Background: an optimization exercise with open tools, aiming at small area. Do not read the settings as production practice.
RTL that was checked went through simulation tests only; none was proved equivalent to the original.
Function not checked in run 2: the RTL went through the layout flow alone.

File: flow/run.sh
#!/bin/bash
# Layout flow: the standard flow (standard.sh), with the port buffers
# made from buf_1 instead of the delay-cell buffers buffer_ports picks.
set -e
export BUFFER_PORTS_ARGS="-buffer_cell sky130_fd_sc_hd__buf_1"
bash standard.sh > standard.log 2>&1
File: standard.sh
#!/bin/bash
# synth_recipe.tcl (not shown) runs the flow's synth.tcl, then flattens the netlist and writes it again
# the make line also repeats each setting of config.mk as NAME=value (left out here)
make -C /OpenROAD-flow-scripts/flow DESIGN_CONFIG=/design/flow/config.mk WORK_HOME=/design/flow/orfs CLKGATE_MAP_FILE= SYNTH_SCRIPT=/design/flow/synth_recipe.tcl "${@:-finish}"
File: config.mk
export PLATFORM = sky130hd
export DESIGN_NAME = cordic_native
export DESIGN_NICKNAME = cordic_native
export VERILOG_FILES = /design/flow/design.v
export SDC_FILE = /design/flow/constraint.sdc
export NUM_CORES = 4
export LEC_CHECK = 0
export ABC_AREA = 1
export CAP_MARGIN = 20
export CORE_MARGIN = 2
export CORE_UTILIZATION = 60
export CTS_BUF_LIST = sky130_fd_sc_hd__clkbuf_16
export CTS_CLUSTER_DIAMETER = 100
export CTS_CLUSTER_SIZE = 30
export SLEW_MARGIN = 20
File: constraint.sdc
create_clock -name core_clock -period 5.0 [get_ports {I_clk}]
set_input_delay 1.0000 -clock core_clock [delete_from_list [all_inputs] [get_ports {I_clk}]]
set_output_delay 1.0000 -clock core_clock [all_outputs]
set_load 0.01 [all_outputs]
File: design.v
module cordic_sin(
    input wire I_clk,
    input wire [13:0] I_phase,    
    input wire I_neg,             
    output reg [13:0] O_cos,      
    output reg [13:0] O_sin
    );
    wire S_hi = ~I_phase[13] & (I_phase > 14'd2272);
    wire S_lo =  I_phase[13] & (I_phase < 14'h3720);
    wire [12:0] S_r0 = S_hi ? 13'd2272 : (S_lo ? 13'h171f : I_phase[12:0]);
    wire [12:0] S_rn1;
    add_rca #(13) u_rn1 (.a(S_r0), .b(~S_r0[12] ? 13'd7168 : 13'd1024), .ci(1'b0), .s(S_rn1));
    reg [11:0] R_r1;
    always @(posedge I_clk) R_r1 <= S_rn1[11:0];
    reg R_d1_1;
    always @(posedge I_clk) R_d1_1 <= (~S_r0[12]);
    wire [11:0] S_rn2;
    add_rca #(12) u_rn2 (.a(R_r1), .b(~R_r1[11] ? 12'd3491 : 12'd605), .ci(1'b0), .s(S_rn2));
    reg [10:0] R_r2;
    always @(posedge I_clk) R_r2 <= S_rn2[10:0];
    reg R_d1_2;
    always @(posedge I_clk) R_d1_2 <= R_d1_1;
    reg R_d2_2;
    always @(posedge I_clk) R_d2_2 <= (~R_r1[11]);
    wire [10:0] S_rn3;
    add_rca #(11) u_rn3 (.a(R_r2), .b(~R_r2[10] ? 11'd1729 : 11'd319), .ci(1'b0), .s(S_rn3));
    reg [9:0] R_r3;
    always @(posedge I_clk) R_r3 <= S_rn3[9:0];
    reg R_d1_3;
    always @(posedge I_clk) R_d1_3 <= R_d1_2;
    reg R_d2_3;
    always @(posedge I_clk) R_d2_3 <= R_d2_2;
    reg R_d3_3;
    always @(posedge I_clk) R_d3_3 <= (~R_r2[10]);
    wire [9:0] S_rn4;
    add_rca #(10) u_rn4 (.a(R_r3), .b(~R_r3[9] ? 10'd862 : 10'd162), .ci(1'b0), .s(S_rn4));
    reg [8:0] R_r4;
    always @(posedge I_clk) R_r4 <= S_rn4[8:0];
    reg R_d1_4;
    always @(posedge I_clk) R_d1_4 <= R_d1_3;
    reg R_d2_4;
    always @(posedge I_clk) R_d2_4 <= R_d2_3;
    reg R_d3_4;
    always @(posedge I_clk) R_d3_4 <= R_d3_3;
    reg R_d4_4;
    always @(posedge I_clk) R_d4_4 <= (~R_r3[9]);
    wire [8:0] S_rn5;
    add_rca #(9) u_rn5 (.a(R_r4), .b(~R_r4[8] ? 9'd431 : 9'd81), .ci(1'b0), .s(S_rn5));
    reg [7:0] R_r5;
    always @(posedge I_clk) R_r5 <= S_rn5[7:0];
    reg R_d1_5;
    always @(posedge I_clk) R_d1_5 <= R_d1_4;
    reg R_d2_5;
    always @(posedge I_clk) R_d2_5 <= R_d2_4;
    reg R_d3_5;
    always @(posedge I_clk) R_d3_5 <= R_d3_4;
    reg R_d4_5;
    always @(posedge I_clk) R_d4_5 <= R_d4_4;
    reg R_d5_5;
    always @(posedge I_clk) R_d5_5 <= (~R_r4[8]);
    wire [7:0] S_rn6;
    add_rca #(8) u_rn6 (.a(R_r5), .b(~R_r5[7] ? 8'd215 : 8'd41), .ci(1'b0), .s(S_rn6));
    reg [6:0] R_r6;
    always @(posedge I_clk) R_r6 <= S_rn6[6:0];
    reg R_d1_6;
    always @(posedge I_clk) R_d1_6 <= R_d1_5;
    reg R_d2_6;
    always @(posedge I_clk) R_d2_6 <= R_d2_5;
    reg R_d3_6;
    always @(posedge I_clk) R_d3_6 <= R_d3_5;
    reg R_d4_6;
    always @(posedge I_clk) R_d4_6 <= R_d4_5;
    reg R_d5_6;
    always @(posedge I_clk) R_d5_6 <= R_d5_5;
    reg R_d6_6;
    always @(posedge I_clk) R_d6_6 <= (~R_r5[7]);
    wire [6:0] S_rn7;
    add_rca #(7) u_rn7 (.a(R_r6), .b(~R_r6[6] ? 7'd108 : 7'd20), .ci(1'b0), .s(S_rn7));
    reg [5:0] R_r7;
    always @(posedge I_clk) R_r7 <= S_rn7[5:0];
    reg R_d1_7;
    always @(posedge I_clk) R_d1_7 <= R_d1_6;
    reg R_d2_7;
    always @(posedge I_clk) R_d2_7 <= R_d2_6;
    reg R_d3_7;
    always @(posedge I_clk) R_d3_7 <= R_d3_6;
    reg R_d4_7;
    always @(posedge I_clk) R_d4_7 <= R_d4_6;
    reg R_d5_7;
    always @(posedge I_clk) R_d5_7 <= R_d5_6;
    reg R_d6_7;
    always @(posedge I_clk) R_d6_7 <= R_d6_6;
    reg R_d7_7;
    always @(posedge I_clk) R_d7_7 <= (~R_r6[6]);
    wire [5:0] S_rn8;
    add_rca #(6) u_rn8 (.a(R_r7), .b(~R_r7[5] ? 6'd54 : 6'd10), .ci(1'b0), .s(S_rn8));
    reg [4:0] R_r8;
    always @(posedge I_clk) R_r8 <= S_rn8[4:0];
    reg R_d1_8;
    always @(posedge I_clk) R_d1_8 <= R_d1_7;
    reg R_d2_8;
    always @(posedge I_clk) R_d2_8 <= R_d2_7;
    reg R_d3_8;
    always @(posedge I_clk) R_d3_8 <= R_d3_7;
    reg R_d4_8;
    always @(posedge I_clk) R_d4_8 <= R_d4_7;
    reg R_d5_8;
    always @(posedge I_clk) R_d5_8 <= R_d5_7;
    reg R_d6_8;
    always @(posedge I_clk) R_d6_8 <= R_d6_7;
    reg R_d7_8;
    always @(posedge I_clk) R_d7_8 <= R_d7_7;
    reg R_d8_8;
    always @(posedge I_clk) R_d8_8 <= (~R_r7[5]);
    wire [4:0] S_rn9;
    add_rca #(5) u_rn9 (.a(R_r8), .b(~R_r8[4] ? 5'd27 : 5'd5), .ci(1'b0), .s(S_rn9));
    reg [3:0] R_r9;
    always @(posedge I_clk) R_r9 <= S_rn9[3:0];
    reg R_d1_9;
    always @(posedge I_clk) R_d1_9 <= R_d1_8;
    reg R_d2_9;
    always @(posedge I_clk) R_d2_9 <= R_d2_8;
    reg R_d3_9;
    always @(posedge I_clk) R_d3_9 <= R_d3_8;
    reg R_d4_9;
    always @(posedge I_clk) R_d4_9 <= R_d4_8;
    reg R_d5_9;
    always @(posedge I_clk) R_d5_9 <= R_d5_8;
    reg R_d6_9;
    always @(posedge I_clk) R_d6_9 <= R_d6_8;
    reg R_d7_9;
    always @(posedge I_clk) R_d7_9 <= R_d7_8;
    reg R_d8_9;
    always @(posedge I_clk) R_d8_9 <= R_d8_8;
    reg R_d9_9;
    always @(posedge I_clk) R_d9_9 <= (~R_r8[4]);
    wire [3:0] S_rn10;
    add_rca #(4) u_rn10 (.a(R_r9), .b(~R_r9[3] ? 4'd13 : 4'd3), .ci(1'b0), .s(S_rn10));
    reg [2:0] R_r10;
    always @(posedge I_clk) R_r10 <= S_rn10[2:0];
    reg R_d1_10;
    always @(posedge I_clk) R_d1_10 <= R_d1_9;
    reg R_d2_10;
    always @(posedge I_clk) R_d2_10 <= R_d2_9;
    reg R_d3_10;
    always @(posedge I_clk) R_d3_10 <= R_d3_9;
    reg R_d4_10;
    always @(posedge I_clk) R_d4_10 <= R_d4_9;
    reg R_d5_10;
    always @(posedge I_clk) R_d5_10 <= R_d5_9;
    reg R_d6_10;
    always @(posedge I_clk) R_d6_10 <= R_d6_9;
    reg R_d7_10;
    always @(posedge I_clk) R_d7_10 <= R_d7_9;
    reg R_d8_10;
    always @(posedge I_clk) R_d8_10 <= R_d8_9;
    reg R_d9_10;
    always @(posedge I_clk) R_d9_10 <= R_d9_9;
    reg R_d10_10;
    always @(posedge I_clk) R_d10_10 <= (~R_r9[3]);
    wire [2:0] S_rn11;
    add_rca #(3) u_rn11 (.a(R_r10), .b(~R_r10[2] ? 3'd7 : 3'd1), .ci(1'b0), .s(S_rn11));
    reg [1:0] R_r11;
    always @(posedge I_clk) R_r11 <= S_rn11[1:0];
    reg R_d1_11;
    always @(posedge I_clk) R_d1_11 <= R_d1_10;
    reg R_d2_11;
    always @(posedge I_clk) R_d2_11 <= R_d2_10;
    reg R_d3_11;
    always @(posedge I_clk) R_d3_11 <= R_d3_10;
    reg R_d4_11;
    always @(posedge I_clk) R_d4_11 <= R_d4_10;
    reg R_d5_11;
    always @(posedge I_clk) R_d5_11 <= R_d5_10;
    reg R_d6_11;
    always @(posedge I_clk) R_d6_11 <= R_d6_10;
    reg R_d7_11;
    always @(posedge I_clk) R_d7_11 <= R_d7_10;
    reg R_d8_11;
    always @(posedge I_clk) R_d8_11 <= R_d8_10;
    reg R_d9_11;
    always @(posedge I_clk) R_d9_11 <= R_d9_10;
    reg R_d10_11;
    always @(posedge I_clk) R_d10_11 <= R_d10_10;
    reg R_d11_11;
    always @(posedge I_clk) R_d11_11 <= (~R_r10[2]);
    wire [1:0] S_rn12;
    add_rca #(2) u_rn12 (.a(R_r11), .b(~R_r11[1] ? 2'd3 : 2'd1), .ci(1'b0), .s(S_rn12));
    reg [0:0] R_r12;
    always @(posedge I_clk) R_r12 <= S_rn12[0:0];
    reg [13:0] S_lx, S_ly;
    always @(*) begin
        case ({R_d1_11,R_d2_11,R_d3_11,R_d4_11,R_d5_11,R_d6_11,R_d7_11})
            7'd0: begin S_lx = 14'd15231; S_ly = 14'd9106; end
            7'd1: begin S_lx = 14'd15459; S_ly = 14'd9072; end
            7'd2: begin S_lx = 14'd15688; S_ly = 14'd9047; end
            7'd3: begin S_lx = 14'd15918; S_ly = 14'd9027; end
            7'd4: begin S_lx = 14'd16145; S_ly = 14'd9018; end
            7'd5: begin S_lx = 14'd16377; S_ly = 14'd9014; end
            7'd6: begin S_lx = 14'd223; S_ly = 14'd9017; end
            7'd7: begin S_lx = 14'd455; S_ly = 14'd9027; end
            7'd8: begin S_lx = 14'd675; S_ly = 14'd9045; end
            7'd9: begin S_lx = 14'd905; S_ly = 14'd9069; end
            7'd10: begin S_lx = 14'd1132; S_ly = 14'd9100; end
            7'd11: begin S_lx = 14'd1360; S_ly = 14'd9138; end
            7'd12: begin S_lx = 14'd1584; S_ly = 14'd9184; end
            7'd13: begin S_lx = 14'd1810; S_ly = 14'd9236; end
            7'd14: begin S_lx = 14'd2032; S_ly = 14'd9297; end
            7'd15: begin S_lx = 14'd2254; S_ly = 14'd9363; end
            7'd16: begin S_lx = 14'd2408; S_ly = 14'd9419; end
            7'd17: begin S_lx = 14'd2626; S_ly = 14'd9497; end
            7'd18: begin S_lx = 14'd2839; S_ly = 14'd9582; end
            7'd19: begin S_lx = 14'd3051; S_ly = 14'd9674; end
            7'd20: begin S_lx = 14'd3258; S_ly = 14'd9772; end
            7'd21: begin S_lx = 14'd3464; S_ly = 14'd9876; end
            7'd22: begin S_lx = 14'd3665; S_ly = 14'd9988; end
            7'd23: begin S_lx = 14'd3865; S_ly = 14'd10104; end
            7'd24: begin S_lx = 14'd4049; S_ly = 14'd10226; end
            7'd25: begin S_lx = 14'd4241; S_ly = 14'd10354; end
            7'd26: begin S_lx = 14'd4428; S_ly = 14'd10490; end
            7'd27: begin S_lx = 14'd4610; S_ly = 14'd10630; end
            7'd28: begin S_lx = 14'd4787; S_ly = 14'd10776; end
            7'd29: begin S_lx = 14'd4961; S_ly = 14'd10928; end
            7'd30: begin S_lx = 14'd5128; S_ly = 14'd11085; end
            7'd31: begin S_lx = 14'd5292; S_ly = 14'd11247; end
            7'd32: begin S_lx = 14'd5133; S_ly = 14'd11095; end
            7'd33: begin S_lx = 14'd5297; S_ly = 14'd11257; end
            7'd34: begin S_lx = 14'd5454; S_ly = 14'd11424; end
            7'd35: begin S_lx = 14'd5608; S_ly = 14'd11596; end
            7'd36: begin S_lx = 14'd5752; S_ly = 14'd11775; end
            7'd37: begin S_lx = 14'd5894; S_ly = 14'd11955; end
            7'd38: begin S_lx = 14'd6030; S_ly = 14'd12142; end
            7'd39: begin S_lx = 14'd6160; S_ly = 14'd12332; end
            7'd40: begin S_lx = 14'd6278; S_ly = 14'd12520; end
            7'd41: begin S_lx = 14'd6396; S_ly = 14'd12718; end
            7'd42: begin S_lx = 14'd6508; S_ly = 14'd12919; end
            7'd43: begin S_lx = 14'd6614; S_ly = 14'd13123; end
            7'd44: begin S_lx = 14'd6710; S_ly = 14'd13332; end
            7'd45: begin S_lx = 14'd6804; S_ly = 14'd13542; end
            7'd46: begin S_lx = 14'd6889; S_ly = 14'd13755; end
            7'd47: begin S_lx = 14'd6969; S_ly = 14'd13971; end
            7'd48: begin S_lx = 14'd7020; S_ly = 14'd14133; end
            7'd49: begin S_lx = 14'd7088; S_ly = 14'd14353; end
            7'd50: begin S_lx = 14'd7147; S_ly = 14'd14575; end
            7'd51: begin S_lx = 14'd7201; S_ly = 14'd14799; end
            7'd52: begin S_lx = 14'd7246; S_ly = 14'd15024; end
            7'd53: begin S_lx = 14'd7286; S_ly = 14'd15250; end
            7'd54: begin S_lx = 14'd7317; S_ly = 14'd15479; end
            7'd55: begin S_lx = 14'd7343; S_ly = 14'd15707; end
            7'd56: begin S_lx = 14'd7357; S_ly = 14'd15929; end
            7'd57: begin S_lx = 14'd7369; S_ly = 14'd16159; end
            7'd58: begin S_lx = 14'd7372; S_ly = 14'd5; end
            7'd59: begin S_lx = 14'd7370; S_ly = 14'd235; end
            7'd60: begin S_lx = 14'd7359; S_ly = 14'd466; end
            7'd61: begin S_lx = 14'd7341; S_ly = 14'd694; end
            7'd62: begin S_lx = 14'd7316; S_ly = 14'd922; end
            7'd63: begin S_lx = 14'd7284; S_ly = 14'd1150; end
            7'd64: begin S_lx = 14'd7279; S_ly = 14'd15235; end
            7'd65: begin S_lx = 14'd7313; S_ly = 14'd15463; end
            7'd66: begin S_lx = 14'd7338; S_ly = 14'd15691; end
            7'd67: begin S_lx = 14'd7358; S_ly = 14'd15919; end
            7'd68: begin S_lx = 14'd7367; S_ly = 14'd16150; end
            7'd69: begin S_lx = 14'd7371; S_ly = 14'd16380; end
            7'd70: begin S_lx = 14'd7368; S_ly = 14'd226; end
            7'd71: begin S_lx = 14'd7358; S_ly = 14'd456; end
            7'd72: begin S_lx = 14'd7338; S_ly = 14'd679; end
            7'd73: begin S_lx = 14'd7314; S_ly = 14'd907; end
            7'd74: begin S_lx = 14'd7283; S_ly = 14'd1134; end
            7'd75: begin S_lx = 14'd7245; S_ly = 14'd1360; end
            7'd76: begin S_lx = 14'd7199; S_ly = 14'd1586; end
            7'd77: begin S_lx = 14'd7147; S_ly = 14'd1810; end
            7'd78: begin S_lx = 14'd7086; S_ly = 14'd2032; end
            7'd79: begin S_lx = 14'd7020; S_ly = 14'd2252; end
            7'd80: begin S_lx = 14'd6965; S_ly = 14'd2412; end
            7'd81: begin S_lx = 14'd6887; S_ly = 14'd2628; end
            7'd82: begin S_lx = 14'd6802; S_ly = 14'd2841; end
            7'd83: begin S_lx = 14'd6710; S_ly = 14'd3051; end
            7'd84: begin S_lx = 14'd6612; S_ly = 14'd3260; end
            7'd85: begin S_lx = 14'd6508; S_ly = 14'd3464; end
            7'd86: begin S_lx = 14'd6396; S_ly = 14'd3665; end
            7'd87: begin S_lx = 14'd6280; S_ly = 14'd3863; end
            7'd88: begin S_lx = 14'd6158; S_ly = 14'd4051; end
            7'd89: begin S_lx = 14'd6030; S_ly = 14'd4241; end
            7'd90: begin S_lx = 14'd5894; S_ly = 14'd4427; end
            7'd91: begin S_lx = 14'd5754; S_ly = 14'd4609; end
            7'd92: begin S_lx = 14'd5608; S_ly = 14'd4787; end
            7'd93: begin S_lx = 14'd5456; S_ly = 14'd4959; end
            7'd94: begin S_lx = 14'd5299; S_ly = 14'd5126; end
            7'd95: begin S_lx = 14'd5137; S_ly = 14'd5288; end
            7'd96: begin S_lx = 14'd5288; S_ly = 14'd5137; end
            7'd97: begin S_lx = 14'd5126; S_ly = 14'd5299; end
            7'd98: begin S_lx = 14'd4959; S_ly = 14'd5456; end
            7'd99: begin S_lx = 14'd4787; S_ly = 14'd5608; end
            7'd100: begin S_lx = 14'd4609; S_ly = 14'd5754; end
            7'd101: begin S_lx = 14'd4427; S_ly = 14'd5894; end
            7'd102: begin S_lx = 14'd4241; S_ly = 14'd6030; end
            7'd103: begin S_lx = 14'd4051; S_ly = 14'd6158; end
            7'd104: begin S_lx = 14'd3863; S_ly = 14'd6280; end
            7'd105: begin S_lx = 14'd3665; S_ly = 14'd6396; end
            7'd106: begin S_lx = 14'd3464; S_ly = 14'd6508; end
            7'd107: begin S_lx = 14'd3260; S_ly = 14'd6612; end
            7'd108: begin S_lx = 14'd3051; S_ly = 14'd6710; end
            7'd109: begin S_lx = 14'd2841; S_ly = 14'd6802; end
            7'd110: begin S_lx = 14'd2628; S_ly = 14'd6887; end
            7'd111: begin S_lx = 14'd2412; S_ly = 14'd6965; end
            7'd112: begin S_lx = 14'd2252; S_ly = 14'd7020; end
            7'd113: begin S_lx = 14'd2032; S_ly = 14'd7086; end
            7'd114: begin S_lx = 14'd1810; S_ly = 14'd7147; end
            7'd115: begin S_lx = 14'd1586; S_ly = 14'd7199; end
            7'd116: begin S_lx = 14'd1360; S_ly = 14'd7245; end
            7'd117: begin S_lx = 14'd1134; S_ly = 14'd7283; end
            7'd118: begin S_lx = 14'd907; S_ly = 14'd7314; end
            7'd119: begin S_lx = 14'd679; S_ly = 14'd7338; end
            7'd120: begin S_lx = 14'd456; S_ly = 14'd7358; end
            7'd121: begin S_lx = 14'd226; S_ly = 14'd7368; end
            7'd122: begin S_lx = 14'd16380; S_ly = 14'd7371; end
            7'd123: begin S_lx = 14'd16150; S_ly = 14'd7367; end
            7'd124: begin S_lx = 14'd15919; S_ly = 14'd7358; end
            7'd125: begin S_lx = 14'd15691; S_ly = 14'd7338; end
            7'd126: begin S_lx = 14'd15463; S_ly = 14'd7313; end
            7'd127: begin S_lx = 14'd15235; S_ly = 14'd7279; end
            default: begin S_lx = 14'd0; S_ly = 14'd0; end
        endcase
    end
    wire [13:0] S_x8;
    add_sk u_S_x8 (.a(S_lx), .b(({{7{S_ly[13]}},S_ly[13:7]}) ^ {14{R_d8_11}}), .ci(R_d8_11), .s(S_x8));
    wire [13:0] S_y8;
    add_sk u_S_y8 (.a(S_ly), .b(({{7{S_lx[13]}},S_lx[13:7]}) ^ {14{~R_d8_11}}), .ci(~R_d8_11), .s(S_y8));
    wire [13:0] S_x9;
    add_sk u_S_x9 (.a(S_x8), .b(({{8{S_y8[13]}},S_y8[13:8]}) ^ {14{R_d9_11}}), .ci(R_d9_11), .s(S_x9));
    wire [13:0] S_y9;
    add_sk u_S_y9 (.a(S_y8), .b(({{8{S_x8[13]}},S_x8[13:8]}) ^ {14{~R_d9_11}}), .ci(~R_d9_11), .s(S_y9));
    reg [13:0] R_x12, R_y12;
    always @(posedge I_clk) begin R_x12 <= S_x9; R_y12 <= S_y9; end
    reg R_d10_12;
    always @(posedge I_clk) R_d10_12 <= R_d10_11;
    reg R_d11_12;
    always @(posedge I_clk) R_d11_12 <= R_d11_11;
    reg R_d12_12;
    always @(posedge I_clk) R_d12_12 <= (~R_r11[1]);
    wire [13:0] S_x10;
    add_sk u_S_x10 (.a(R_x12), .b(({{9{R_y12[13]}},R_y12[13:9]}) ^ {14{R_d10_12}}), .ci(R_d10_12), .s(S_x10));
    wire [13:0] S_y10;
    add_sk u_S_y10 (.a(R_y12), .b(({{9{R_x12[13]}},R_x12[13:9]}) ^ {14{~R_d10_12}}), .ci(~R_d10_12), .s(S_y10));
    wire [13:0] S_x11;
    add_sk u_S_x11 (.a(S_x10), .b(({{10{S_y10[13]}},S_y10[13:10]}) ^ {14{R_d11_12}}), .ci(R_d11_12), .s(S_x11));
    wire [13:0] S_y11;
    add_sk u_S_y11 (.a(S_y10), .b(({{10{S_x10[13]}},S_x10[13:10]}) ^ {14{~R_d11_12}}), .ci(~R_d11_12), .s(S_y11));
    reg [13:0] R_x13, R_y13;
    always @(posedge I_clk) begin R_x13 <= S_x11; R_y13 <= S_y11; end
    reg R_d12_13;
    always @(posedge I_clk) R_d12_13 <= R_d12_12;
    reg R_d13_13;
    always @(posedge I_clk) R_d13_13 <= (~R_r12[0]);
    wire [13:0] S_x12;
    add_sk u_S_x12 (.a(R_x13), .b(({{11{R_y13[13]}},R_y13[13:11]}) ^ {14{R_d12_13}}), .ci(R_d12_13), .s(S_x12));
    wire [13:0] S_y12;
    add_sk u_S_y12 (.a(R_y13), .b(({{11{R_x13[13]}},R_x13[13:11]}) ^ {14{~R_d12_13}}), .ci(~R_d12_13), .s(S_y12));
    wire [2:0] S_v = {S_y12[13], S_y12[13:12]} ^ {3{R_d13_13}};
    wire [2:0] S_w = I_neg ? 3'd0 - S_v : S_v;
    wire [13:0] S_xo;
    add_sk u_S_xo (.a(S_x12 ^ {14{I_neg}}), .b({{11{S_w[2]}},S_w}), .ci(I_neg ^ R_d13_13), .s(S_xo));
    wire [13:0] S_y13;
    add_sk u_S_y13 (.a(S_y12), .b(({{12{S_x12[13]}},S_x12[13:12]}) ^ {14{~R_d13_13}}), .ci(~R_d13_13), .s(S_y13));
    always @(posedge I_clk) begin
        O_sin <= S_y13;
        O_cos <= S_xo;
    end
endmodule
module add_bk #(parameter W = 14) (input wire [W-1:0] a, input wire [W-1:0] b, input wire ci, output wire [W-1:0] s);
    wire [W-1:0] p = a ^ b; wire [W-1:0] g = a & b;
    wire G_0 = g[0] | (p[0] & ci);
    wire gg1 = g[1] | (p[1] & G_0);
    wire pp1 = p[1] & p[0];
    wire gg2 = g[3] | (p[3] & g[2]);
    wire pp2 = p[3] & p[2];
    wire gg3 = g[5] | (p[5] & g[4]);
    wire pp3 = p[5] & p[4];
    wire gg4 = g[7] | (p[7] & g[6]);
    wire pp4 = p[7] & p[6];
    wire gg5 = g[9] | (p[9] & g[8]);
    wire pp5 = p[9] & p[8];
    wire gg6 = g[11] | (p[11] & g[10]);
    wire pp6 = p[11] & p[10];
    wire gg7 = g[13] | (p[13] & g[12]);
    wire pp7 = p[13] & p[12];
    wire gg8 = gg2 | (pp2 & gg1);
    wire pp8 = pp2 & pp1;
    wire gg9 = gg4 | (pp4 & gg3);
    wire pp9 = pp4 & pp3;
    wire gg10 = gg6 | (pp6 & gg5);
    wire pp10 = pp6 & pp5;
    wire gg11 = gg9 | (pp9 & gg8);
    wire pp11 = pp9 & pp8;
    wire gg12 = gg10 | (pp10 & gg11);
    wire pp12 = pp10 & pp11;
    wire gg13 = gg3 | (pp3 & gg8);
    wire pp13 = pp3 & pp8;
    wire gg14 = gg5 | (pp5 & gg11);
    wire pp14 = pp5 & pp11;
    wire gg15 = gg7 | (pp7 & gg12);
    wire pp15 = pp7 & pp12;
    wire gg16 = g[2] | (p[2] & gg1);
    wire pp16 = p[2] & pp1;
    wire gg17 = g[4] | (p[4] & gg8);
    wire pp17 = p[4] & pp8;
    wire gg18 = g[6] | (p[6] & gg13);
    wire pp18 = p[6] & pp13;
    wire gg19 = g[8] | (p[8] & gg11);
    wire pp19 = p[8] & pp11;
    wire gg20 = g[10] | (p[10] & gg14);
    wire pp20 = p[10] & pp14;
    wire gg21 = g[12] | (p[12] & gg12);
    wire pp21 = p[12] & pp12;
    assign s[0] = p[0] ^ ci;
    assign s[1] = p[1] ^ G_0;
    assign s[2] = p[2] ^ gg1;
    assign s[3] = p[3] ^ gg16;
    assign s[4] = p[4] ^ gg8;
    assign s[5] = p[5] ^ gg17;
    assign s[6] = p[6] ^ gg13;
    assign s[7] = p[7] ^ gg18;
    assign s[8] = p[8] ^ gg11;
    assign s[9] = p[9] ^ gg19;
    assign s[10] = p[10] ^ gg14;
    assign s[11] = p[11] ^ gg20;
    assign s[12] = p[12] ^ gg12;
    assign s[13] = p[13] ^ gg21;
endmodule
module add_rca #(parameter W = 14) (input wire [W-1:0] a, input wire [W-1:0] b, input wire ci, output wire [W-1:0] s);
    wire [W:0] c; assign c[0] = ci; genvar i;
    generate for (i = 0; i < W; i = i + 1) begin : g
        assign s[i] = a[i] ^ b[i] ^ c[i]; assign c[i+1] = (a[i] & b[i]) | (a[i] & c[i]) | (b[i] & c[i]);
    end endgenerate endmodule
module add_sk #(parameter W = 14) (input wire [W-1:0] a, input wire [W-1:0] b, input wire ci, output wire [W-1:0] s);
    wire [W-1:0] p = a ^ b; wire [W-1:0] g = a & b;
    wire G_0 = g[0] | (p[0] & ci);
    wire gg1 = g[1] | (p[1] & G_0);
    wire pp1 = p[1] & p[0];
    wire gg2 = g[3] | (p[3] & g[2]);
    wire pp2 = p[3] & p[2];
    wire gg3 = g[5] | (p[5] & g[4]);
    wire pp3 = p[5] & p[4];
    wire gg4 = g[7] | (p[7] & g[6]);
    wire pp4 = p[7] & p[6];
    wire gg5 = g[9] | (p[9] & g[8]);
    wire pp5 = p[9] & p[8];
    wire gg6 = g[11] | (p[11] & g[10]);
    wire pp6 = p[11] & p[10];
    wire gg7 = g[13] | (p[13] & g[12]);
    wire pp7 = p[13] & p[12];
    wire gg8 = g[2] | (p[2] & gg1);
    wire pp8 = p[2] & pp1;
    wire gg9 = gg2 | (pp2 & gg1);
    wire pp9 = pp2 & pp1;
    wire gg10 = g[6] | (p[6] & gg3);
    wire pp10 = p[6] & pp3;
    wire gg11 = gg4 | (pp4 & gg3);
    wire pp11 = pp4 & pp3;
    wire gg12 = g[10] | (p[10] & gg5);
    wire pp12 = p[10] & pp5;
    wire gg13 = gg6 | (pp6 & gg5);
    wire pp13 = pp6 & pp5;
    wire gg14 = g[4] | (p[4] & gg9);
    wire pp14 = p[4] & pp9;
    wire gg15 = gg3 | (pp3 & gg9);
    wire pp15 = pp3 & pp9;
    wire gg16 = gg10 | (pp10 & gg9);
    wire pp16 = pp10 & pp9;
    wire gg17 = gg11 | (pp11 & gg9);
    wire pp17 = pp11 & pp9;
    wire gg18 = g[12] | (p[12] & gg13);
    wire pp18 = p[12] & pp13;
    wire gg19 = gg7 | (pp7 & gg13);
    wire pp19 = pp7 & pp13;
    wire gg20 = g[8] | (p[8] & gg17);
    wire pp20 = p[8] & pp17;
    wire gg21 = gg5 | (pp5 & gg17);
    wire pp21 = pp5 & pp17;
    wire gg22 = gg12 | (pp12 & gg17);
    wire pp22 = pp12 & pp17;
    wire gg23 = gg13 | (pp13 & gg17);
    wire pp23 = pp13 & pp17;
    wire gg24 = gg18 | (pp18 & gg17);
    wire pp24 = pp18 & pp17;
    wire gg25 = gg19 | (pp19 & gg17);
    wire pp25 = pp19 & pp17;
    assign s[0] = p[0] ^ ci;
    assign s[1] = p[1] ^ G_0;
    assign s[2] = p[2] ^ gg1;
    assign s[3] = p[3] ^ gg8;
    assign s[4] = p[4] ^ gg9;
    assign s[5] = p[5] ^ gg14;
    assign s[6] = p[6] ^ gg15;
    assign s[7] = p[7] ^ gg16;
    assign s[8] = p[8] ^ gg17;
    assign s[9] = p[9] ^ gg20;
    assign s[10] = p[10] ^ gg21;
    assign s[11] = p[11] ^ gg22;
    assign s[12] = p[12] ^ gg23;
    assign s[13] = p[13] ^ gg24;
endmodule
module cordic_native(
    input wire I_rst_n,                 
    input wire I_clk,
    input wire [13:0] I_init_phase,
    input wire I_change_phase,
    input wire [13:0] I_inc_phase,
    output wire [13:0] O_cos,
    output wire [13:0] O_sin
    );
    reg [13:0] R_current_phase;
    reg R_phase_dir;                    
    wire [13:0] S_step;
    add_bk u_step (.a(R_current_phase), .b(I_inc_phase ^ {14{R_phase_dir}}), .ci(R_phase_dir), .s(S_step));
    wire S_reach_top = ~R_current_phase[13] & (|S_step[13:11]);       
    wire S_reach_bottom = R_current_phase[13] & ~(&S_step[13:11]);     
    wire S_turn = R_phase_dir ? S_reach_bottom : S_reach_top;
    always @(posedge I_clk) begin
        if (I_rst_n == 1'b0) R_phase_dir <= 1'b0;
        else R_phase_dir <= R_phase_dir ^ S_turn;
    end
    always @(posedge I_clk) begin
        if (I_rst_n == 1'b0 || I_change_phase) R_current_phase <= I_init_phase;
        else if (~R_phase_dir & S_reach_top) R_current_phase <= 14'd4094 - S_step;
        else R_current_phase <= S_step;    
    end
    reg [13:0] R_dir_delay;
    always @(posedge I_clk) R_dir_delay <= {R_dir_delay[13-1:0], R_phase_dir};
    cordic_sin cordic_sin_inst(.I_clk(I_clk), .I_phase(R_current_phase), .I_neg(R_dir_delay[13]),
                               .O_cos(O_cos), .O_sin(O_sin));
endmodule
==> metrics.csv, run 1 <==
stage,metric,value,unit
worst_setup_path,worstPathMaxFanout,11,
synth,synth_cells,2218,
place,dpl_worst_slack,0.224,ns
sta,finClkSkew,0.0237,ns
sta,max_freq,218,MHz
worst_setup_path,critPathArrivalTime,4.98,ns
floorplanning,start_util,61.0,%
grt,grt_pass1_vias,14933,
clocking,clockBufferDepth,3,
routing,wl_per_cell,18.2,µm
sta,relSlewSlack,46.3,%
sta,finalMaxSlewViolations,0,
final_layout,multi_input_area,11000,µm²
clocking,cts_tree,built,
grt,antenna_found_initial,0,
routing,viasPerCell,5.72,
synth,synth_top_family_by_area,adder cells,
grt,track_usage,30.8,%
outcome,outcome,finished clean,
routing,drc,0,
final_layout,fin_nets,2541,
final_layout,fillers,2561,
synth,synth_cell_type_count,61,
synth,syn_nets,2504,
sta,finalHoldViolCount,0,
synth,async_reset_ff_share,0,%
sta,final.period_utilization,91.7,%
floorplanning,core_region_area,29700,µm²
grt,grt_pass1_wl,75800,µm
routing,routed-via-count,15154,
worst_setup_path,startpoint,cordic_sin_inst.R_d12_13,
final_layout,seqCellArea,5670,µm²
clocking,cts_made_buffers,13,
routing,ant_nets,0,
routing,first_iter_violations,1042,
sta,tightestPinTransition,0.804,ns
synth,synth_simple_gate_area_share,17.5,%
sta,final-setup-viol-count,0,
worst_setup_path,cp.required,5.40,ns
worst_setup_path,worstSetupEndpointType,register,
sta,rsz0062_at_grt,no,
final_layout,drive_gt1_share,4.17,%
synth,synth_compound_area_share,12.0,%
synth,synth_area_leader_cell,dfxtp_1,
worst_setup_path,crit_path_start_kind,register,
synth,ys_ff_latch,283,
floorplanning,fp-row-count,63,
place,gp_congestion,1.03,
place,dpl.hpwl,37800,µm
synth,yosysSeqAreaShare,31.3,%
clocking,clk_pin_slew,0.11,ns
clocking,root_buffer,clkbuf_16,
synth,yosysTopAreaCellShare,31.3,%
clocking,cts_setup_buffers,0,
synth,yosysWarningCount,2,
routing,dr.pass1.iters,6,
final_layout,layout_common_cells,"nand2_1 (412), inv_1 (312), dfxtp_1 (280), ha_1 (158), nand3_1 (137)",
synth,syn-cell-area,18100,µm²
grt,grt_overflow_total,0,
job,max-cap-violations,0,
place,io_buffers,58,
final_layout,area_delta_synth_final,5.10,%
floorplanning,io_pins,59,
sta,fin_ws,0.416,ns
synth,synth_xor_xnor_area_share,9.26,%
clocking,cts_hold_buf,0,
routing,wirelength,48100,µm
hold_path,hold_depth,0,
synth,synth_adder_area_share,21.6,%
floorplanning,dieArea,31600,µm²
synth,syn_avg_cell_area,8.17,µm²
clocking,cts_resized,0,
final_layout,final_common_cell,nand2_1,
synth,synthTopCellsByArea,"dfxtp_1 (31%), ha_1 (11%), fa_1 (11%), nand2_1 (8.5%), inv_1 (6.5%)",
hold_path,worstHoldStart,cordic_sin_inst.R_d5_8,
floorplanning,dieHeight,178,µm
sta,fin_tns_setup,0,ns
hold_path,hp-class,register to register,
synth,synth_mux_area_share,0.117,%
worst_setup_path,setup.worst_path.class,register to register,
synth,yosys_most_used_dff,dfxtp_1,
synth,synth_edf_count,0,
worst_setup_path,r2r_cells,21,
clocking,cts.sinks,283,
grt,grt_max_degree,51,
worst_setup_path,reg2reg_from,cordic_sin_inst.R_d12_13,
clocking,clk_latency,0.49,ns
sta,period_minus_slack,4.58,ns
floorplanning,die_w,178,µm
clocking,cts_max_level,1,
-- through the flow --
| step | hold WS (ns) | cell area (µm²) | utilization, % | cells |
|---|---|---|---|---|
| 2_1_floorplan | 0.310 | 18100 | - | 2218 |
| 3_3_place_gp | 0.310 | 18700 | 62.9 | 2630 |
| 3_5_place_dp | 0.312 | 18700 | 62.9 | 2630 |
| 4_1_cts | 0.323 | 19000 | 64.1 | 2646 |
| 5_1_grt | 0.332 | 19000 | 64.1 | 2646 |
| 6_report | 0.324 | 19100 | 64.1 | 2647 |
-- critical path: stages (launching register included) --
cell,delay [ns]
dfxtp_1,0.47
inv_2,0.07
nand2_1,0.10
nand2_2,0.16
ha_1,0.36
or2_2,0.31
nand3_1,0.09
nand2_1,0.11
a21oi_1,0.19
xnor2_1,0.23
xor2_1,0.18
ha_1,0.25
o21ai_0,0.27
inv_2,0.18
ha_1,0.36
nand3_1,0.08
nand3_1,0.09
a21boi_1,0.12
o21ai_1,0.25
inv_1,0.09
fa_1,0.39
xnor2_1,0.14
-- worst paths after layout --
check / endpoint / slack, ns
max: cordic_sin_inst.O_cos[9] / 0.42
min: cordic_sin_inst.R_d5_9 / 0.32
max reg2reg: cordic_sin_inst.O_cos[9] / 0.42
min reg2reg: cordic_sin_inst.R_d5_9 / 0.32
-- layout make-up --
type	count	area share [%]
clock inverters	3	0.144
flip-flops and latches	283	29.8
diodes	1	0.0131
well taps	390	2.56
repair buffers	73	1.73
inverters	330	6.53
multi-input cells	1554	57.6
clock buffers	13	1.71
-- Yosys cell counts, drive strengths merged (5+ instances only) --
library cell / instances
nand2: 432
inv: 329
dfxtp: 283
ha: 158
nand3: 141
a21oi: 137
o21ai: 114
nor2: 113
xor2: 110
fa: 97
xnor2: 79
buf: 33
a31oi: 21
o211ai: 20
clkbuf: 18
nor3: 15
nand4: 11
o31ai: 11
or2: 10
a21o: 9
o21bai: 9
o22ai: 9
a211oi: 6
o2111ai: 6
o311ai: 5
-- sequential cells by signal, summed over array words and instances (netlist names), 8 cells and up --
name                   cells
cordic_sin_inst.R_x12     14
cordic_sin_inst.R_x13     14
R_dir_delay               14
R_current_phase           14
cordic_sin_inst.R_r4       9
cordic_sin_inst.R_r2      11
cordic_sin_inst.O_sin     14
cordic_sin_inst.O_cos     14
cordic_sin_inst.R_r5       8
cordic_sin_inst.R_y13     14
cordic_sin_inst.R_y12     14
cordic_sin_inst.R_r3      10
cordic_sin_inst.R_r1      12
-- per-layer routing --
metal | part of all wire (%) | global-route usage, %
met1 | 38 | 34.6
met2 | 49 | 55.2
met3 | 6.3 | 4.09
met4 | 6.7 | 18.6
met5 | 0 | 0
-- logic make-up (layout without fill, tap and decap cells) --
kind of cell	after synthesis	in the layout
adder cells (fa/ha/maj)	255	255
other	0	1
AO/OA/AOI/OAI	373	373
buffers and inverters	381	419
multiplexers	2	2
AND/OR/NAND/NOR	735	735
XOR/XNOR	189	189
flip-flops	283	283
==> run 2, diff against run 1 <==
--- a/design.v
+++ b/design.v
@@ -14,4 +14,4 @@
     always @(posedge I_clk) R_r1 <= S_rn1[11:0];
-    reg R_d1_1;
-    always @(posedge I_clk) R_d1_1 <= (~S_r0[12]);
+    reg R_n1_1;
+    always @(posedge I_clk) R_n1_1 <= S_r0[12];
     wire [11:0] S_rn2;
@@ -20,6 +20,6 @@
     always @(posedge I_clk) R_r2 <= S_rn2[10:0];
-    reg R_d1_2;
-    always @(posedge I_clk) R_d1_2 <= R_d1_1;
-    reg R_d2_2;
-    always @(posedge I_clk) R_d2_2 <= (~R_r1[11]);
+    reg R_n1_2;
+    always @(posedge I_clk) R_n1_2 <= R_n1_1;
+    reg R_n2_2;
+    always @(posedge I_clk) R_n2_2 <= R_r1[11];
     wire [10:0] S_rn3;
@@ -28,8 +28,8 @@
     always @(posedge I_clk) R_r3 <= S_rn3[9:0];
-    reg R_d1_3;
-    always @(posedge I_clk) R_d1_3 <= R_d1_2;
-    reg R_d2_3;
-    always @(posedge I_clk) R_d2_3 <= R_d2_2;
-    reg R_d3_3;
-    always @(posedge I_clk) R_d3_3 <= (~R_r2[10]);
+    reg R_n1_3;
+    always @(posedge I_clk) R_n1_3 <= R_n1_2;
+    reg R_n2_3;
+    always @(posedge I_clk) R_n2_3 <= R_n2_2;
+    reg R_n3_3;
+    always @(posedge I_clk) R_n3_3 <= R_r2[10];
     wire [9:0] S_rn4;
@@ -38,10 +38,10 @@
     always @(posedge I_clk) R_r4 <= S_rn4[8:0];
-    reg R_d1_4;
-    always @(posedge I_clk) R_d1_4 <= R_d1_3;
-    reg R_d2_4;
-    always @(posedge I_clk) R_d2_4 <= R_d2_3;
-    reg R_d3_4;
-    always @(posedge I_clk) R_d3_4 <= R_d3_3;
-    reg R_d4_4;
-    always @(posedge I_clk) R_d4_4 <= (~R_r3[9]);
+    reg R_n1_4;
+    always @(posedge I_clk) R_n1_4 <= R_n1_3;
+    reg R_n2_4;
+    always @(posedge I_clk) R_n2_4 <= R_n2_3;
+    reg R_n3_4;
+    always @(posedge I_clk) R_n3_4 <= R_n3_3;
+    reg R_n4_4;
+    always @(posedge I_clk) R_n4_4 <= R_r3[9];
     wire [8:0] S_rn5;
@@ -50,12 +50,12 @@
     always @(posedge I_clk) R_r5 <= S_rn5[7:0];
-    reg R_d1_5;
-    always @(posedge I_clk) R_d1_5 <= R_d1_4;
-    reg R_d2_5;
-    always @(posedge I_clk) R_d2_5 <= R_d2_4;
-    reg R_d3_5;
-    always @(posedge I_clk) R_d3_5 <= R_d3_4;
-    reg R_d4_5;
-    always @(posedge I_clk) R_d4_5 <= R_d4_4;
-    reg R_d5_5;
-    always @(posedge I_clk) R_d5_5 <= (~R_r4[8]);
+    reg R_n1_5;
+    always @(posedge I_clk) R_n1_5 <= R_n1_4;
+    reg R_n2_5;
+    always @(posedge I_clk) R_n2_5 <= R_n2_4;
+    reg R_n3_5;
+    always @(posedge I_clk) R_n3_5 <= R_n3_4;
+    reg R_n4_5;
+    always @(posedge I_clk) R_n4_5 <= R_n4_4;
+    reg R_n5_5;
+    always @(posedge I_clk) R_n5_5 <= R_r4[8];
     wire [7:0] S_rn6;
@@ -64,14 +64,14 @@
     always @(posedge I_clk) R_r6 <= S_rn6[6:0];
-    reg R_d1_6;
-    always @(posedge I_clk) R_d1_6 <= R_d1_5;
-    reg R_d2_6;
-    always @(posedge I_clk) R_d2_6 <= R_d2_5;
-    reg R_d3_6;
-    always @(posedge I_clk) R_d3_6 <= R_d3_5;
-    reg R_d4_6;
-    always @(posedge I_clk) R_d4_6 <= R_d4_5;
-    reg R_d5_6;
-    always @(posedge I_clk) R_d5_6 <= R_d5_5;
-    reg R_d6_6;
-    always @(posedge I_clk) R_d6_6 <= (~R_r5[7]);
+    reg R_n1_6;
+    always @(posedge I_clk) R_n1_6 <= R_n1_5;
+    reg R_n2_6;
+    always @(posedge I_clk) R_n2_6 <= R_n2_5;
+    reg R_n3_6;
+    always @(posedge I_clk) R_n3_6 <= R_n3_5;
+    reg R_n4_6;
+    always @(posedge I_clk) R_n4_6 <= R_n4_5;
+    reg R_n5_6;
+    always @(posedge I_clk) R_n5_6 <= R_n5_5;
+    reg R_n6_6;
+    always @(posedge I_clk) R_n6_6 <= R_r5[7];
     wire [6:0] S_rn7;
@@ -80,16 +80,16 @@
     always @(posedge I_clk) R_r7 <= S_rn7[5:0];
-    reg R_d1_7;
-    always @(posedge I_clk) R_d1_7 <= R_d1_6;
-    reg R_d2_7;
-    always @(posedge I_clk) R_d2_7 <= R_d2_6;
-    reg R_d3_7;
-    always @(posedge I_clk) R_d3_7 <= R_d3_6;
-    reg R_d4_7;
-    always @(posedge I_clk) R_d4_7 <= R_d4_6;
-    reg R_d5_7;
-    always @(posedge I_clk) R_d5_7 <= R_d5_6;
-    reg R_d6_7;
-    always @(posedge I_clk) R_d6_7 <= R_d6_6;
-    reg R_d7_7;
-    always @(posedge I_clk) R_d7_7 <= (~R_r6[6]);
+    reg R_n1_7;
+    always @(posedge I_clk) R_n1_7 <= R_n1_6;
+    reg R_n2_7;
+    always @(posedge I_clk) R_n2_7 <= R_n2_6;
+    reg R_n3_7;
+    always @(posedge I_clk) R_n3_7 <= R_n3_6;
+    reg R_n4_7;
+    always @(posedge I_clk) R_n4_7 <= R_n4_6;
+    reg R_n5_7;
+    always @(posedge I_clk) R_n5_7 <= R_n5_6;
+    reg R_n6_7;
+    always @(posedge I_clk) R_n6_7 <= R_n6_6;
+    reg R_n7_7;
+    always @(posedge I_clk) R_n7_7 <= R_r6[6];
     wire [5:0] S_rn8;
@@ -98,18 +98,18 @@
     always @(posedge I_clk) R_r8 <= S_rn8[4:0];
-    reg R_d1_8;
-    always @(posedge I_clk) R_d1_8 <= R_d1_7;
-    reg R_d2_8;
-    always @(posedge I_clk) R_d2_8 <= R_d2_7;
-    reg R_d3_8;
-    always @(posedge I_clk) R_d3_8 <= R_d3_7;
-    reg R_d4_8;
-    always @(posedge I_clk) R_d4_8 <= R_d4_7;
-    reg R_d5_8;
-    always @(posedge I_clk) R_d5_8 <= R_d5_7;
-    reg R_d6_8;
-    always @(posedge I_clk) R_d6_8 <= R_d6_7;
-    reg R_d7_8;
-    always @(posedge I_clk) R_d7_8 <= R_d7_7;
-    reg R_d8_8;
-    always @(posedge I_clk) R_d8_8 <= (~R_r7[5]);
+    reg R_n1_8;
+    always @(posedge I_clk) R_n1_8 <= R_n1_7;
+    reg R_n2_8;
+    always @(posedge I_clk) R_n2_8 <= R_n2_7;
+    reg R_n3_8;
+    always @(posedge I_clk) R_n3_8 <= R_n3_7;
+    reg R_n4_8;
+    always @(posedge I_clk) R_n4_8 <= R_n4_7;
+    reg R_n5_8;
+    always @(posedge I_clk) R_n5_8 <= R_n5_7;
+    reg R_n6_8;
+    always @(posedge I_clk) R_n6_8 <= R_n6_7;
+    reg R_n7_8;
+    always @(posedge I_clk) R_n7_8 <= R_n7_7;
+    reg R_n8_8;
+    always @(posedge I_clk) R_n8_8 <= R_r7[5];
     wire [4:0] S_rn9;
@@ -118,20 +118,20 @@
     always @(posedge I_clk) R_r9 <= S_rn9[3:0];
-    reg R_d1_9;
-    always @(posedge I_clk) R_d1_9 <= R_d1_8;
-    reg R_d2_9;
-    always @(posedge I_clk) R_d2_9 <= R_d2_8;
-    reg R_d3_9;
-    always @(posedge I_clk) R_d3_9 <= R_d3_8;
-    reg R_d4_9;
-    always @(posedge I_clk) R_d4_9 <= R_d4_8;
-    reg R_d5_9;
-    always @(posedge I_clk) R_d5_9 <= R_d5_8;
-    reg R_d6_9;
-    always @(posedge I_clk) R_d6_9 <= R_d6_8;
-    reg R_d7_9;
-    always @(posedge I_clk) R_d7_9 <= R_d7_8;
-    reg R_d8_9;
-    always @(posedge I_clk) R_d8_9 <= R_d8_8;
-    reg R_d9_9;
-    always @(posedge I_clk) R_d9_9 <= (~R_r8[4]);
+    reg R_n1_9;
+    always @(posedge I_clk) R_n1_9 <= R_n1_8;
+    reg R_n2_9;
+    always @(posedge I_clk) R_n2_9 <= R_n2_8;
+    reg R_n3_9;
+    always @(posedge I_clk) R_n3_9 <= R_n3_8;
+    reg R_n4_9;
+    always @(posedge I_clk) R_n4_9 <= R_n4_8;
+    reg R_n5_9;
+    always @(posedge I_clk) R_n5_9 <= R_n5_8;
+    reg R_n6_9;
+    always @(posedge I_clk) R_n6_9 <= R_n6_8;
+    reg R_n7_9;
+    always @(posedge I_clk) R_n7_9 <= R_n7_8;
+    reg R_n8_9;
+    always @(posedge I_clk) R_n8_9 <= R_n8_8;
+    reg R_n9_9;
+    always @(posedge I_clk) R_n9_9 <= R_r8[4];
     wire [3:0] S_rn10;
@@ -140,22 +140,22 @@
     always @(posedge I_clk) R_r10 <= S_rn10[2:0];
-    reg R_d1_10;
-    always @(posedge I_clk) R_d1_10 <= R_d1_9;
-    reg R_d2_10;
-    always @(posedge I_clk) R_d2_10 <= R_d2_9;
-    reg R_d3_10;
-    always @(posedge I_clk) R_d3_10 <= R_d3_9;
-    reg R_d4_10;
-    always @(posedge I_clk) R_d4_10 <= R_d4_9;
-    reg R_d5_10;
-    always @(posedge I_clk) R_d5_10 <= R_d5_9;
-    reg R_d6_10;
-    always @(posedge I_clk) R_d6_10 <= R_d6_9;
-    reg R_d7_10;
-    always @(posedge I_clk) R_d7_10 <= R_d7_9;
-    reg R_d8_10;
-    always @(posedge I_clk) R_d8_10 <= R_d8_9;
-    reg R_d9_10;
-    always @(posedge I_clk) R_d9_10 <= R_d9_9;
-    reg R_d10_10;
-    always @(posedge I_clk) R_d10_10 <= (~R_r9[3]);
+    reg R_n1_10;
+    always @(posedge I_clk) R_n1_10 <= R_n1_9;
+    reg R_n2_10;
+    always @(posedge I_clk) R_n2_10 <= R_n2_9;
+    reg R_n3_10;
+    always @(posedge I_clk) R_n3_10 <= R_n3_9;
+    reg R_n4_10;
+    always @(posedge I_clk) R_n4_10 <= R_n4_9;
+    reg R_n5_10;
+    always @(posedge I_clk) R_n5_10 <= R_n5_9;
+    reg R_n6_10;
+    always @(posedge I_clk) R_n6_10 <= R_n6_9;
+    reg R_n7_10;
+    always @(posedge I_clk) R_n7_10 <= R_n7_9;
+    reg R_n8_10;
+    always @(posedge I_clk) R_n8_10 <= R_n8_9;
+    reg R_n9_10;
+    always @(posedge I_clk) R_n9_10 <= R_n9_9;
+    reg R_n10_10;
+    always @(posedge I_clk) R_n10_10 <= R_r9[3];
     wire [2:0] S_rn11;
@@ -164,24 +164,24 @@
     always @(posedge I_clk) R_r11 <= S_rn11[1:0];
-    reg R_d1_11;
-    always @(posedge I_clk) R_d1_11 <= R_d1_10;
-    reg R_d2_11;
-    always @(posedge I_clk) R_d2_11 <= R_d2_10;
-    reg R_d3_11;
-    always @(posedge I_clk) R_d3_11 <= R_d3_10;
-    reg R_d4_11;
-    always @(posedge I_clk) R_d4_11 <= R_d4_10;
-    reg R_d5_11;
-    always @(posedge I_clk) R_d5_11 <= R_d5_10;
-    reg R_d6_11;
-    always @(posedge I_clk) R_d6_11 <= R_d6_10;
-    reg R_d7_11;
-    always @(posedge I_clk) R_d7_11 <= R_d7_10;
-    reg R_d8_11;
-    always @(posedge I_clk) R_d8_11 <= R_d8_10;
-    reg R_d9_11;
-    always @(posedge I_clk) R_d9_11 <= R_d9_10;
-    reg R_d10_11;
-    always @(posedge I_clk) R_d10_11 <= R_d10_10;
-    reg R_d11_11;
-    always @(posedge I_clk) R_d11_11 <= (~R_r10[2]);
+    reg R_n1_11;
+    always @(posedge I_clk) R_n1_11 <= R_n1_10;
+    reg R_n2_11;
+    always @(posedge I_clk) R_n2_11 <= R_n2_10;
+    reg R_n3_11;
+    always @(posedge I_clk) R_n3_11 <= R_n3_10;
+    reg R_n4_11;
+    always @(posedge I_clk) R_n4_11 <= R_n4_10;
+    reg R_n5_11;
+    always @(posedge I_clk) R_n5_11 <= R_n5_10;
+    reg R_n6_11;
+    always @(posedge I_clk) R_n6_11 <= R_n6_10;
+    reg R_n7_11;
+    always @(posedge I_clk) R_n7_11 <= R_n7_10;
+    reg R_n8_11;
+    always @(posedge I_clk) R_n8_11 <= R_n8_10;
+    reg R_n9_11;
+    always @(posedge I_clk) R_n9_11 <= R_n9_10;
+    reg R_n10_11;
+    always @(posedge I_clk) R_n10_11 <= R_n10_10;
+    reg R_n11_11;
+    always @(posedge I_clk) R_n11_11 <= R_r10[2];
     wire [1:0] S_rn12;
@@ -192,3 +192,3 @@
     always @(*) begin
-        case ({R_d1_11,R_d2_11,R_d3_11,R_d4_11,R_d5_11,R_d6_11,R_d7_11})
+        case ({(~R_n1_11),(~R_n2_11),(~R_n3_11),(~R_n4_11),(~R_n5_11),(~R_n6_11),(~R_n7_11)})
             7'd0: begin S_lx = 14'd15231; S_ly = 14'd9106; end
@@ -325,41 +325,41 @@
     wire [13:0] S_x8;
-    add_sk u_S_x8 (.a(S_lx), .b(({{7{S_ly[13]}},S_ly[13:7]}) ^ {14{R_d8_11}}), .ci(R_d8_11), .s(S_x8));
+    add_sk u_S_x8 (.a(S_lx), .b(({{7{S_ly[13]}},S_ly[13:7]}) ^ {14{(~R_n8_11)}}), .ci((~R_n8_11)), .s(S_x8));
     wire [13:0] S_y8;
-    add_sk u_S_y8 (.a(S_ly), .b(({{7{S_lx[13]}},S_lx[13:7]}) ^ {14{~R_d8_11}}), .ci(~R_d8_11), .s(S_y8));
+    add_sk u_S_y8 (.a(S_ly), .b(({{7{S_lx[13]}},S_lx[13:7]}) ^ {14{~(~R_n8_11)}}), .ci(~(~R_n8_11)), .s(S_y8));
     wire [13:0] S_x9;
-    add_sk u_S_x9 (.a(S_x8), .b(({{8{S_y8[13]}},S_y8[13:8]}) ^ {14{R_d9_11}}), .ci(R_d9_11), .s(S_x9));
+    add_sk u_S_x9 (.a(S_x8), .b(({{8{S_y8[13]}},S_y8[13:8]}) ^ {14{(~R_n9_11)}}), .ci((~R_n9_11)), .s(S_x9));
     wire [13:0] S_y9;
-    add_sk u_S_y9 (.a(S_y8), .b(({{8{S_x8[13]}},S_x8[13:8]}) ^ {14{~R_d9_11}}), .ci(~R_d9_11), .s(S_y9));
+    add_sk u_S_y9 (.a(S_y8), .b(({{8{S_x8[13]}},S_x8[13:8]}) ^ {14{~(~R_n9_11)}}), .ci(~(~R_n9_11)), .s(S_y9));
     reg [13:0] R_x12, R_y12;
     always @(posedge I_clk) begin R_x12 <= S_x9; R_y12 <= S_y9; end
-    reg R_d10_12;
-    always @(posedge I_clk) R_d10_12 <= R_d10_11;
-    reg R_d11_12;
-    always @(posedge I_clk) R_d11_12 <= R_d11_11;
-    reg R_d12_12;
-    always @(posedge I_clk) R_d12_12 <= (~R_r11[1]);
+    reg R_n10_12;
+    always @(posedge I_clk) R_n10_12 <= R_n10_11;
+    reg R_n11_12;
+    always @(posedge I_clk) R_n11_12 <= R_n11_11;
+    reg R_n12_12;
+    always @(posedge I_clk) R_n12_12 <= R_r11[1];
     wire [13:0] S_x10;
-    add_sk u_S_x10 (.a(R_x12), .b(({{9{R_y12[13]}},R_y12[13:9]}) ^ {14{R_d10_12}}), .ci(R_d10_12), .s(S_x10));
+    add_sk u_S_x10 (.a(R_x12), .b(({{9{R_y12[13]}},R_y12[13:9]}) ^ {14{(~R_n10_12)}}), .ci((~R_n10_12)), .s(S_x10));
     wire [13:0] S_y10;
-    add_sk u_S_y10 (.a(R_y12), .b(({{9{R_x12[13]}},R_x12[13:9]}) ^ {14{~R_d10_12}}), .ci(~R_d10_12), .s(S_y10));
+    add_sk u_S_y10 (.a(R_y12), .b(({{9{R_x12[13]}},R_x12[13:9]}) ^ {14{~(~R_n10_12)}}), .ci(~(~R_n10_12)), .s(S_y10));
     wire [13:0] S_x11;
-    add_sk u_S_x11 (.a(S_x10), .b(({{10{S_y10[13]}},S_y10[13:10]}) ^ {14{R_d11_12}}), .ci(R_d11_12), .s(S_x11));
+    add_sk u_S_x11 (.a(S_x10), .b(({{10{S_y10[13]}},S_y10[13:10]}) ^ {14{(~R_n11_12)}}), .ci((~R_n11_12)), .s(S_x11));
     wire [13:0] S_y11;
-    add_sk u_S_y11 (.a(S_y10), .b(({{10{S_x10[13]}},S_x10[13:10]}) ^ {14{~R_d11_12}}), .ci(~R_d11_12), .s(S_y11));
+    add_sk u_S_y11 (.a(S_y10), .b(({{10{S_x10[13]}},S_x10[13:10]}) ^ {14{~(~R_n11_12)}}), .ci(~(~R_n11_12)), .s(S_y11));
     reg [13:0] R_x13, R_y13;
     always @(posedge I_clk) begin R_x13 <= S_x11; R_y13 <= S_y11; end
-    reg R_d12_13;
-    always @(posedge I_clk) R_d12_13 <= R_d12_12;
-    reg R_d13_13;
-    always @(posedge I_clk) R_d13_13 <= (~R_r12[0]);
+    reg R_n12_13;
+    always @(posedge I_clk) R_n12_13 <= R_n12_12;
+    reg R_n13_13;
+    always @(posedge I_clk) R_n13_13 <= R_r12[0];
     wire [13:0] S_x12;
-    add_sk u_S_x12 (.a(R_x13), .b(({{11{R_y13[13]}},R_y13[13:11]}) ^ {14{R_d12_13}}), .ci(R_d12_13), .s(S_x12));
+    add_sk u_S_x12 (.a(R_x13), .b(({{11{R_y13[13]}},R_y13[13:11]}) ^ {14{(~R_n12_13)}}), .ci((~R_n12_13)), .s(S_x12));
     wire [13:0] S_y12;
-    add_sk u_S_y12 (.a(R_y13), .b(({{11{R_x13[13]}},R_x13[13:11]}) ^ {14{~R_d12_13}}), .ci(~R_d12_13), .s(S_y12));
-    wire [2:0] S_v = {S_y12[13], S_y12[13:12]} ^ {3{R_d13_13}};
+    add_sk u_S_y12 (.a(R_y13), .b(({{11{R_x13[13]}},R_x13[13:11]}) ^ {14{~(~R_n12_13)}}), .ci(~(~R_n12_13)), .s(S_y12));
+    wire [2:0] S_v = {S_y12[13], S_y12[13:12]} ^ {3{(~R_n13_13)}};
     wire [2:0] S_w = I_neg ? 3'd0 - S_v : S_v;
     wire [13:0] S_xo;
-    add_sk u_S_xo (.a(S_x12 ^ {14{I_neg}}), .b({{11{S_w[2]}},S_w}), .ci(I_neg ^ R_d13_13), .s(S_xo));
+    add_sk u_S_xo (.a(S_x12 ^ {14{I_neg}}), .b({{11{S_w[2]}},S_w}), .ci(I_neg ^ (~R_n13_13)), .s(S_xo));
     wire [13:0] S_y13;
-    add_sk u_S_y13 (.a(S_y12), .b(({{12{S_x12[13]}},S_x12[13:12]}) ^ {14{~R_d13_13}}), .ci(~R_d13_13), .s(S_y13));
+    add_sk u_S_y13 (.a(S_y12), .b(({{12{S_x12[13]}},S_x12[13:12]}) ^ {14{~(~R_n13_13)}}), .ci(~(~R_n13_13)), .s(S_y13));
     always @(posedge I_clk) begin
--- a/config.mk
+++ b/config.mk
@@ -14,2 +14,3 @@
 export CTS_CLUSTER_SIZE = 30
+export SETUP_SLACK_MARGIN = 0.15
 export SLEW_MARGIN = 20
==> run 2 against run 1 <==
  * The run now fails in 5_1_grt
  * Area after synthesis fell by 2.8%
  * Synthesized cell count fell by 0.99%
==> metrics.csv, run 2 <==
stage,metric,value,unit,change
synth,yosys_most_used_dff,dfxtp_1,,unchanged
sta,worst-ep-kind,sequential cell input,,
synth,syn_avg_cell_area,8.03,µm²,was 8.17 µm²
synth,synth_adder_area_share,21.4,%,was 21.6%
synth,synth_mux_area_share,0.241,%,was 0.117%
outcome,outcome,stopped before the end,,was finished clean
grt,grt_max_degree,54,,
synth,ys_ff_latch,262,,was 283
synth,synthTopCellsByArea,"dfxtp_1 (30%), fa_1 (11%), ha_1 (10%), nand2_1 (9.0%), inv_1 (7.2%)",,"was dfxtp_1 (31%), ha_1 (11%), fa_1 (11%), nand2_1 (8.5%), inv_1 (6.5%)"
synth,yosysWarningCount,2,,unchanged
synth,async_reset_ff_share,0,%,unchanged
clocking,cts_made_buffers,13,,unchanged
clocking,root_buffer,clkbuf_16,,unchanged
grt,grt_overflow_total,125,,
floorplanning,start_util,61.2,%,was 61.0%
synth,synth_xor_xnor_area_share,9.99,%,was 9.26%
synth,yosysSeqAreaShare,29.8,%,was 31.3%
synth,syn_nets,2470,,was 2504
synth,synth_edf_count,0,,unchanged
synth,yosys.cell_count.top_type,nand2_1,,unchanged
synth,synth_commonest_cells,"nand2_1 (421), inv_1 (338), dfxtp_1 (262)",,"was nand2_1 (412), inv_1 (313), dfxtp_1 (283)"
place,dpl_worst_slack,-0.578,ns,was 0.224 ns
clocking,cts_hold_buf,0,,unchanged
synth,yosysTopAreaCellShare,29.8,%,was 31.3%
grt,track_usage,75.5,%,
outcome,tool.error,[ERROR GRT-0232] Routing congestion too high. Check the congestion heatmap in the GUI.,,
floorplanning,dieHeight,175,µm,was 178 µm
synth,synth_cells,2196,,was 2218
clocking,cts_max_level,1,,unchanged
floorplanning,fp-row-count,62,,was 63
synth,synth_compound_area_share,12.2,%,was 12.0%
floorplanning,io_pins,59,,unchanged
outcome,haltStage,5_1_grt,,
floorplanning,die_w,175,µm,was 178 µm
sta,grt-worst-endpoint,cordic_sin_inst.R_x12[8]$_DFF_P_/D,,
clocking,clockBufferDepth,3,,unchanged
synth,synth_top_family_by_area,adder cells,,unchanged
clocking,cts.sinks,262,,was 283
synth,synth_simple_gate_area_share,17.5,%,about the same
place,gp_congestion,1.04,,was 1.03
synth,synth_cell_type_count,62,,was 61
place,io_buffers,58,,unchanged
synth,syn-cell-area,17600,µm²,was 18100 µm²
synth,synth_area_leader_cell,dfxtp_1,,unchanged
place,dpl.hpwl,52100,µm,was 37800 µm
==> run 2: cell count changes after synthesis, sizes merged, moves of 5 or more <==
cell and change:
inv +18, xor2 +17, nand2 +9, o21ai +9
o311ai +6, nand3 -43, a21oi -21, o211ai -7
xnor2 -5, o2111ai +5, ha -12, nor2 +13
dfxtp -21, a31oi -9
==> run 2: how the worst max path moves through the flow <==
stage	cells after the start	to	from
after floorplan	33	cordic_sin_inst.R_x12[9]	cordic_sin_inst.R_n5_11
after global placement	36	cordic_sin_inst.R_y12[8]	cordic_sin_inst.R_n7_11
after detailed placement	37	cordic_sin_inst.R_y12[13]	cordic_sin_inst.R_n7_11
after CTS	33	cordic_sin_inst.R_x12[8]	cordic_sin_inst.R_n7_11
==> run 2: timing repair <==
item / 4_1_cts
resized for setup: 146
endpoints found under the setup margin: 48
pin swaps: 55
endpoints found under the hold margin: 0
setup buffers: 37
==> run 2: layer usage <==
layer  track usage [%]  overflow
met2              90.5        67
met3              63.0        11
met1              76.7        13
met5              45.5         1
met4              67.4        33
==> run 2: logic make-up after synthesis <==
family / Yosys count
DFF: 262
adders and majority gates: 243
buffers and inverters: 407
AOI/OAI and AO/OA: 360
and+or+nand+nor: 719
muxes: 4
xor gates and xnor gates: 201
==> run 2: per-stage QoR <==
step	utilization (%)	cell area [µm²]	TNS, ns	instances
after CTS	76.9	22100	-1.62	2990
after floorplan	-	17800	0	2196
after detailed placement	72.8	21000	-8.61	2935
after global placement	72.8	21000	-2.63	2935

## port drivers added, routing unchanged
In the flow no input, the clock included, has a driving cell. The finished layout below was timed again as built, in two steps.
Step 1 assumes that a clkbuf_16 drives the clock port and a buf_2 every other input.
Step 2, shift: input delay + t, output delay - t, t = (earliest + latest rising clock arrival at the registers) / 2. This alone moves slack from input paths to output paths.
a / b / c = ideal / step 1 / step 2; a / b = the first two.
run: run 1
t, ns: 0.530
setup slack, ns: 0.416 / 0.416 / 0.416
worst hold slack (ns): 0.324 / 0.324 / 0.324
worst slew at a driven data input, ns: 0.04
pins driven straight from the clock port: 1
After both steps run 1 still meets setup and hold. The setup slack of run 1 moves by 0.000 ns with the drivers and by 0.000 ns with both steps.
